From an optimization exercise on the open Yosys and OpenROAD flow, aimed at small area and a short achievable clock period; shortcuts taken in it are not production practice. RTL that was checked went through simulation tests only; none was proved equivalent to the original. Power and IR drop assume default switching activity.

## rev 12
Design FloatingPointMultiplierSingle, start of the top module:
module FloatingPointMultiplierSingle (clk,reset,en,inputA,inputB,result, OF);
Size in the first run: ~120 flip-flops, about 100 I/O pins, roughly 19000 µm² of cells after synthesis.
Settings: LEC_CHECK=0, CAP_MARGIN=20, CORE_MARGIN=2, CORE_UTILIZATION=45, CTS_BUF_LIST=sky130_fd_sc_hd__clkbuf_4 sky130_fd_sc_hd__clkbuf_8, SETUP_SLACK_MARGIN=5, SLEW_MARGIN=20, TNS_END_PERCENT=100; clock period 11.0 ns.
standard.sh (not shown) runs the stock make flow with config.mk's settings and CLKGATE_MAP_FILE= SYNTH_SCRIPT=/design/flow/synth_recipe.tcl, a recipe that flattens the netlist after the stock synthesis.
==> flow/flow/run.sh <==
#!/bin/bash
# Standard ORFS layout with two changes: Yosys's generic ABC pass before
# full-adder extraction is skipped (SYNTH_ARGS=-noabc), so the hand-written
# adder tree maps to full-adder cells without extra inverters; and the port
# buffers are buf_2 cells instead of the default delay-buffer choice.
# Registers are unchanged. ORFS writes each tool's log under orfs/logs.
set -euo pipefail
bash standard.sh SYNTH_ARGS=-noabc "BUFFER_PORTS_ARGS=-buffer_cell sky130_fd_sc_hd__buf_2" finish > standard.log 2>&1
## Diff of input files: rev 13 against rev 12
--- a/flow/design.v
+++ b/flow/design.v
@@ -918,44 +918,42 @@
 wire c870 = c864 & s867;
 wire s871 = ma[23] ^ ~neg11 ^ c868;
 wire c872 = (ma[23] & ~neg11) | (ma[23] & c868) | (~neg11 & c868);
 wire [69:0] pp_bits = {s871, c870, s869, c866, s865, c862, s861, c856, s855, c850, s849, c842, s841, c834, s833, c824, s823, c814, s813, c802, s801, c790, s789, c776, s775, c762, s761, c746, s745, c730, s729, c714, s713, c698, s711, s697, c680, s679, c662, s677, s661, c640, c642, s641, s639, c620, s619, c596, s595, c574, s573, c554, s571, s553, c534, s533, c514, s513, c496, s495, c478, s477, c462, c460, s461, c444, s443, c428, s427, c412};
 wire [15:0] low0 = {c398, c384, s381, c360, c350, s347, s337, c324, s321, s315, s309, s305, c302, pp26, pp2, pp1};
 wire [15:0] low1 = {s411, s397, s383, s371, s359, s349, s339, s331, s323, s317, s311, s307, s303, s301, 1'b0, neg0};
 wire [16:0] lowsum = low0 + low1;
 wire cK = lowsum[16];    
-function [4:0] tz23; input [22:0] m; integer i; begin
-  tz23 = 5'd23;
-  for (i = 22; i >= 0; i = i - 1) if (m[i]) tz23 = i;
-end endfunction
-wire [5:0] tzsum = tz23(A[22:0]) + tz23(B[22:0]);
-wire sticky = tzsum < 6'd23;
+wire [15:0] lowp = low0 ^ low1;
+wire [15:0] lowo = low0 | low1;
+wire lowzero = ~lowp[0] & (lowp[15:1] == lowo[14:0]);
 wire [8:0] e0 = {1'b0, A[30:23]} + {1'b0, B[30:23]} - 9'd127;
+wire [8:0] e1 = e0 + 9'd1;
 wire a_mz = A[22:0] == 23'd0, b_mz = B[22:0] == 23'd0;
 wire a_ef = A[30:23] == 8'hff, b_ef = B[30:23] == 8'hff;
 wire zf = (a_mz & A[30:23] == 8'h00) | (b_mz & B[30:23] == 8'h00);
 wire inf = (a_mz & a_ef) | (b_mz & b_ef);
 wire nan = (zf & inf) | (~a_mz & a_ef) | (~b_mz & b_ef);
 wire [1:0] cls = nan ? 2'b10 : zf ? 2'b00 : inf ? 2'b01 : 2'b11;
 reg [69:0] q_pp;
-reg q_cK, q_sticky, q_sign, q_of0;
+reg q_cK, q_lowzero, q_sign, q_of0, q_of1;
 reg [7:0] q_e0;
 reg [1:0] q_cls;
 always @(posedge clk) begin
   if (reset) begin
     q_sign <= 1'b0; q_cls <= 2'b00;
   end else if (en) begin
     q_sign <= A[31] ^ B[31]; q_cls <= cls;
   end
 end
 always @(posedge clk) begin
   if (en) begin
-    q_pp <= pp_bits; q_cK <= cK; q_sticky <= sticky;
-    q_of0 <= e0[8]; q_e0 <= e0[7:0];
+    q_pp <= pp_bits; q_cK <= cK; q_lowzero <= lowzero;
+    q_of0 <= e0[8]; q_of1 <= e1[8]; q_e0 <= e0[7:0];
   end
 end
 wire s873 = q_pp[6] ^ q_pp[7];
 wire c874 = q_pp[6] & q_pp[7];
 wire s875 = q_pp[9] ^ q_pp[10];
 wire c876 = q_pp[9] & q_pp[10];
 wire s877 = q_pp[11] ^ q_pp[12];
 wire c878 = q_pp[11] & q_pp[12];
@@ -1128,17 +1126,19 @@
 wire G1041 = ag[27] | (ap[27] & G999);
 wire Pg1042 = ap[27] & Pg1000;
 wire G1043 = ag[29] | (ap[29] & G1013);
 wire Pg1044 = ap[29] & Pg1014;
 wire [31:0] carry = {G991, G1043, G1013, G1041, G999, G1039, G1011, G1037, G993, G1035, G1009, G1033, G997, G1031, G1007, G1029, G987, G1027, G1005, G1025, G995, G1023, G1003, G1021, G979, G1019, G1001, G1017, G963, G1015, G931, q_cK};
 wire [31:0] P = ap ^ carry;   
 wire n = P[31];
 wire [22:0] m_sel = n ? P[30:8] : P[29:7];
-wire m_inc = n ? (P[7] & q_sticky) : P[6];
+wire hizero = (ap[0] == q_cK) & (ap[6:1] == (ag[5:0] | ap[5:0]));
+wire sticky = ~(q_lowzero & hizero);    
+wire m_inc = n ? (P[7] & sticky) : P[6];
 wire Ap1045 = m_sel[1] & m_sel[0];
 wire Ap1046 = m_sel[3] & m_sel[2];
 wire Ap1047 = m_sel[5] & m_sel[4];
 wire Ap1048 = m_sel[7] & m_sel[6];
 wire Ap1049 = m_sel[9] & m_sel[8];
 wire Ap1050 = m_sel[11] & m_sel[10];
 wire Ap1051 = m_sel[13] & m_sel[12];
 wire Ap1052 = m_sel[15] & m_sel[14];
@@ -1169,17 +1169,17 @@
 wire Ap1077 = m_sel[14] & Ap1068;
 wire Ap1078 = m_sel[16] & Ap1063;
 wire Ap1079 = m_sel[18] & Ap1069;
 wire Ap1080 = m_sel[20] & Ap1065;
 wire [22:0] ones = {Ap1070, Ap1080, Ap1065, Ap1079, Ap1069, Ap1078, Ap1063, Ap1077, Ap1068, Ap1076, Ap1064, Ap1075, Ap1067, Ap1074, Ap1061, Ap1073, Ap1066, Ap1072, Ap1056, Ap1071, Ap1045, m_sel[0], 1'b1};
 wire [22:0] mant = m_sel ^ ({23{m_inc}} & ones);
 wire [7:0] expo = q_e0 + n;
 wire normal = q_cls == 2'b11;
-assign OF = normal & (q_of0 ^ (n & (&q_e0)));
+assign OF = normal & (n ? q_of1 : q_of0);
 wire [31:0] O;
 assign O[31] = q_sign;
 assign O[30:23] = normal ? expo : (q_cls == 2'b00 ? 8'h00 : 8'hff);
 assign O[22:0] = normal ? mant : (q_cls == 2'b10 ? 23'h7fffff : 23'h0);
 always @(posedge clk) begin
   if (reset) result <= 32'd0;
   else if (en) result <= O;
 end
==> run notes <==
- Comparing rev 12 and rev 13, the higher clock power share is on rev 12.
- Looking at fraction of layout cells with a size suffix above 1 across rev 12 and rev 13, the one that comes out higher is rev 13.
- Status: maximum frequency parity (rev 12, rev 13)
- Number of flops mapped to enable cells by yosys ends up higher on rev 13.
- Worst hold margin essentially unchanged between rev 13 and rev 12.
- [rev 13] data required time at the worst endpoint rose 80 ps relative to rev 12
- Total die area deteriorates in rev 13 relative to rev 12.
- Rev 13 vs rev 12, count of buffer and inverter cells on the critical path went down by 1.
- The higher final routed wirelength across all metal layers came out of rev 13.
- On wire length of the first global-routing pass, rev 13 does better than rev 12.
Function was not checked in any run of this note: the RTL went through the layout flow alone.

---

Another version of the RTL of FloatingPointMultiplierSingle (not shown whole).
Size: roughly 2000 cells after synthesis, roughly 120 flip-flops, ~100 I/O pins, ~19000 sq um of cells after synthesis.
clock: 11.0 ns
lec_check: 0
cap_margin: 20
core_margin: 2
core_utilization: 45
cts_buf_list: sky130_fd_sc_hd__clkbuf_4 sky130_fd_sc_hd__clkbuf_8
setup_slack_margin: 5
slew_margin: 20
tns_end_percent: 100
Scripts as last shown in full above: flow/flow/run.sh
Then changed:
--- a/flow/design.v
+++ b/flow/design.v
@@ -1170,18 +1170,19 @@
 wire Ap1077 = m_sel[14] & Ap1068;
 wire Ap1078 = m_sel[16] & Ap1063;
 wire Ap1079 = m_sel[18] & Ap1069;
 wire Ap1080 = m_sel[20] & Ap1065;
 wire [22:0] ones = {Ap1070, Ap1080, Ap1065, Ap1079, Ap1069, Ap1078, Ap1063, Ap1077, Ap1068, Ap1076, Ap1064, Ap1075, Ap1067, Ap1074, Ap1061, Ap1073, Ap1066, Ap1072, Ap1056, Ap1071, Ap1045, m_sel[0], 1'b1};
 wire [22:0] mant = m_sel ^ ({23{m_inc}} & ones);
 wire [7:0] expo = q_e0 + n;
 wire normal = q_cls == 2'b11;
 assign OF = normal & (n ? q_of1 : q_of0);
+wire [1:0] r_cls = reset ? 2'b00 : q_cls;
+wire r_normal = r_cls == 2'b11;
 wire [31:0] O;
-assign O[31] = q_sign;
-assign O[30:23] = normal ? expo : (q_cls == 2'b00 ? 8'h00 : 8'hff);
-assign O[22:0] = normal ? mant : (q_cls == 2'b10 ? 23'h7fffff : 23'h0);
+assign O[31] = q_sign & ~reset;
+assign O[30:23] = r_normal ? expo : (r_cls == 2'b00 ? 8'h00 : 8'hff);
+assign O[22:0] = r_normal ? mant : (r_cls == 2'b10 ? 23'h7fffff : 23'h0);
 always @(posedge clk) begin
-  if (reset) result <= 32'd0;
-  else if (en) result <= O;
+  if (en | reset) result <= O;
 end
 endmodule
Effect: Global-route usage shrinks by 0.64 points; via count shrinks by 3.2%; worst setup slack got worse by 0.031 ns; wire length shrinks by 2.4%; critical path depth shrinks by 3; first-iteration DRC count shrinks by 25%; total power shrinks by 0.83%; clock power grows by 7.3%.
Function not checked in the second run of this note: the RTL went through the layout flow alone.

---

main:
FloatingPointMultiplierSingle, a different RTL version from the one above (not shown whole).
Size: about 2,100 cells after synthesis, roughly 100 I/O pins.
Design FloatingPointMultiplierSingle, start of the top module:
module FloatingPointMultiplierSingle (clk,reset,en,inputA,inputB,result, OF);
==> flow/config.mk <==
export PLATFORM = sky130hd
export DESIGN_NAME = FloatingPointMultiplierSingle
export DESIGN_NICKNAME = FloatingPointMultiplierSingle
export VERILOG_FILES = /design/flow/design.v
export SDC_FILE = /design/flow/constraint.sdc
export NUM_CORES = 4
export LEC_CHECK = 0
export CAP_MARGIN = 20
export CORE_MARGIN = 2
export CORE_UTILIZATION = 45
export SETUP_SLACK_MARGIN = 4
export SLEW_MARGIN = 20
export TNS_END_PERCENT = 100
==> flow/constraint.sdc <==
create_clock -name core_clock -period 11.0 [get_ports {clk}]
set_input_delay 2.2000 -clock core_clock [delete_from_list [all_inputs] [get_ports {clk}]]
set_output_delay 2.2000 -clock core_clock [all_outputs]
set_load 0.01 [all_outputs]
==> flow/flow/run.sh <==
#!/bin/bash
# Standard ORFS layout, except that Yosys's generic ABC pass before full-adder
# extraction is skipped (SYNTH_ARGS=-noabc), so the hand-written adder tree is
# mapped to full-adder cells without extra inverters. Registers are unchanged.
set -euo pipefail
bash standard.sh SYNTH_ARGS=-noabc finish > standard.log 2>&1
In summary, main completed successfully, with a layout that passed the timing, design-rule and antenna checks.
Input changes introduced in the feature branch (baseline for comparison: main):
--- a/flow/design.v
+++ b/flow/design.v
@@ -961,36 +961,33 @@
 wire zf = (a_mz & A[30:23] == 8'h00) | (b_mz & B[30:23] == 8'h00);
 wire inf = (a_mz & a_ef) | (b_mz & b_ef);
 wire nan = (zf & inf) | (~a_mz & a_ef) | (~b_mz & b_ef);
 wire [1:0] cls = nan ? 2'b10 : zf ? 2'b00 : inf ? 2'b01 : 2'b11;
 reg [31:0] q_row0, q_row1;
 reg q_cK, q_sticky, q_sign, q_of0, q_of1;
 reg [7:0] q_e0;
 reg [1:0] q_cls;
 always @(posedge clk) begin
   if (reset) begin
-    q_sign <= 1'b0; q_cls <= 2'b00;
+    q_row0 <= 0; q_row1 <= 0; q_cK <= 1'b0; q_sticky <= 1'b0; q_sign <= 1'b0;
+    q_of0 <= 1'b0; q_of1 <= 1'b0; q_e0 <= 8'd0; q_cls <= 2'b00;
   end else if (en) begin
-    q_sign <= A[31] ^ B[31]; q_cls <= cls;
-  end
-end
-always @(posedge clk) begin
-  if (en) begin
     q_row0 <= row0; q_row1 <= row1; q_cK <= cK; q_sticky <= sticky;
-    q_of0 <= e0[8]; q_of1 <= e1[8]; q_e0 <= e0[7:0];
+    q_sign <= A[31] ^ B[31];
+    q_of0 <= e0[8]; q_of1 <= e1[8]; q_e0 <= e0[7:0]; q_cls <= cls;
   end
 end
 wire [31:0] P = q_row0 + q_row1 + q_cK;   
 wire n = P[31];
-wire [22:0] m_sel = n ? P[30:8] : P[29:7];
-wire m_inc = n ? (P[7] & q_sticky) : P[6];
-wire [22:0] mant = m_sel + m_inc;
+wire [22:0] m_hi = P[30:8] + (P[7] & q_sticky);
+wire [22:0] m_lo = P[29:7] + P[6];
+wire [22:0] mant = n ? m_hi : m_lo;
 wire [7:0] expo = q_e0 + n;
 wire normal = q_cls == 2'b11;
 assign OF = normal & (n ? q_of1 : q_of0);
 wire [31:0] O;
 assign O[31] = q_sign;
 assign O[30:23] = normal ? expo : (q_cls == 2'b00 ? 8'h00 : 8'hff);
 assign O[22:0] = normal ? mant : (q_cls == 2'b10 ? 23'h7fffff : 23'h0);
 always @(posedge clk) begin
   if (reset) result <= 32'd0;
   else if (en) result <= O;
Notes after the runs:
- Each of the runs, namely main and the feature branch, reached the end of the flow and came out clean.
- Across both runs, largest incremental delay on the critical path was lower for the feature branch than for main.
- On relative max-transition margin, the lower figure sits with the feature branch, not main.
- The feature branch against main: half-perimeter wire length of the detailed placement result picked up an extra 2600 microns, via count rose about 7%.
- Of main and the feature branch, the run reporting the lower relative contribution of combinational cells to total power was main.
- Final period demand of the worst path, main and the feature branch: larger value in main
- Timing-limited maximum frequency (higher): the feature branch
- There was hardly any difference in count of hold-fix buffers inserted at cts between the feature branch and main.
- Against main, the feature branch comes in 1000 sq um higher on area inside the core boundary.
- Relative to main, the register fraction of the total cell area of the feature branch is lower by 3.8 points.
- Relative to main, the sequential power measured on the feature branch has decreased by more than a quarter.
Only the layout flow was run in main; the RTL was not checked for function there.

what the ideal ports hide:
The flow's constraints put no driver on any port. The routed layouts listed below were extracted and timed again, unchanged, in two steps.
Step 1 assumes that a clkbuf_16 drives the clock port and a buf_2 every other input.
Step 2 times the ports against the registers' clock, not the clock port: input delays grow and output delays shrink by t, the midpoint of the rising clock arrivals with the driver on.
Slacks: no drivers / after step 1 / after step 2; pairs: no drivers / after step 1.
run | t (ns) | setup WS [ns] | latest minus earliest clock arrival (ns)
rev 12 | 0.522 | 5.079 / 5.112 / 4.591 | 0.029 / 0.029
rev 13 | 0.481 | 5.080 / 5.088 / 4.606 | 0.020 / 0.019
the first run of note 2 | 0.506 | 5.120 / 5.136 / 4.630 | 0.026 / 0.026
the second run of note 2 | 0.512 | 5.089 / 5.098 / 4.605 | 0.039 / 0.039
main | 0.415 | 4.060 / 4.084 / 3.668 | 0.016 / 0.017
the feature branch | 0.440 | 4.160 / 4.188 / 3.748 | 0.021 / 0.022
After both steps setup and hold are still met in every run listed. For the first run of note 2, which loses most, drivers alone change the setup slack by +0.016 ns; drivers and shift together by -0.490 ns.
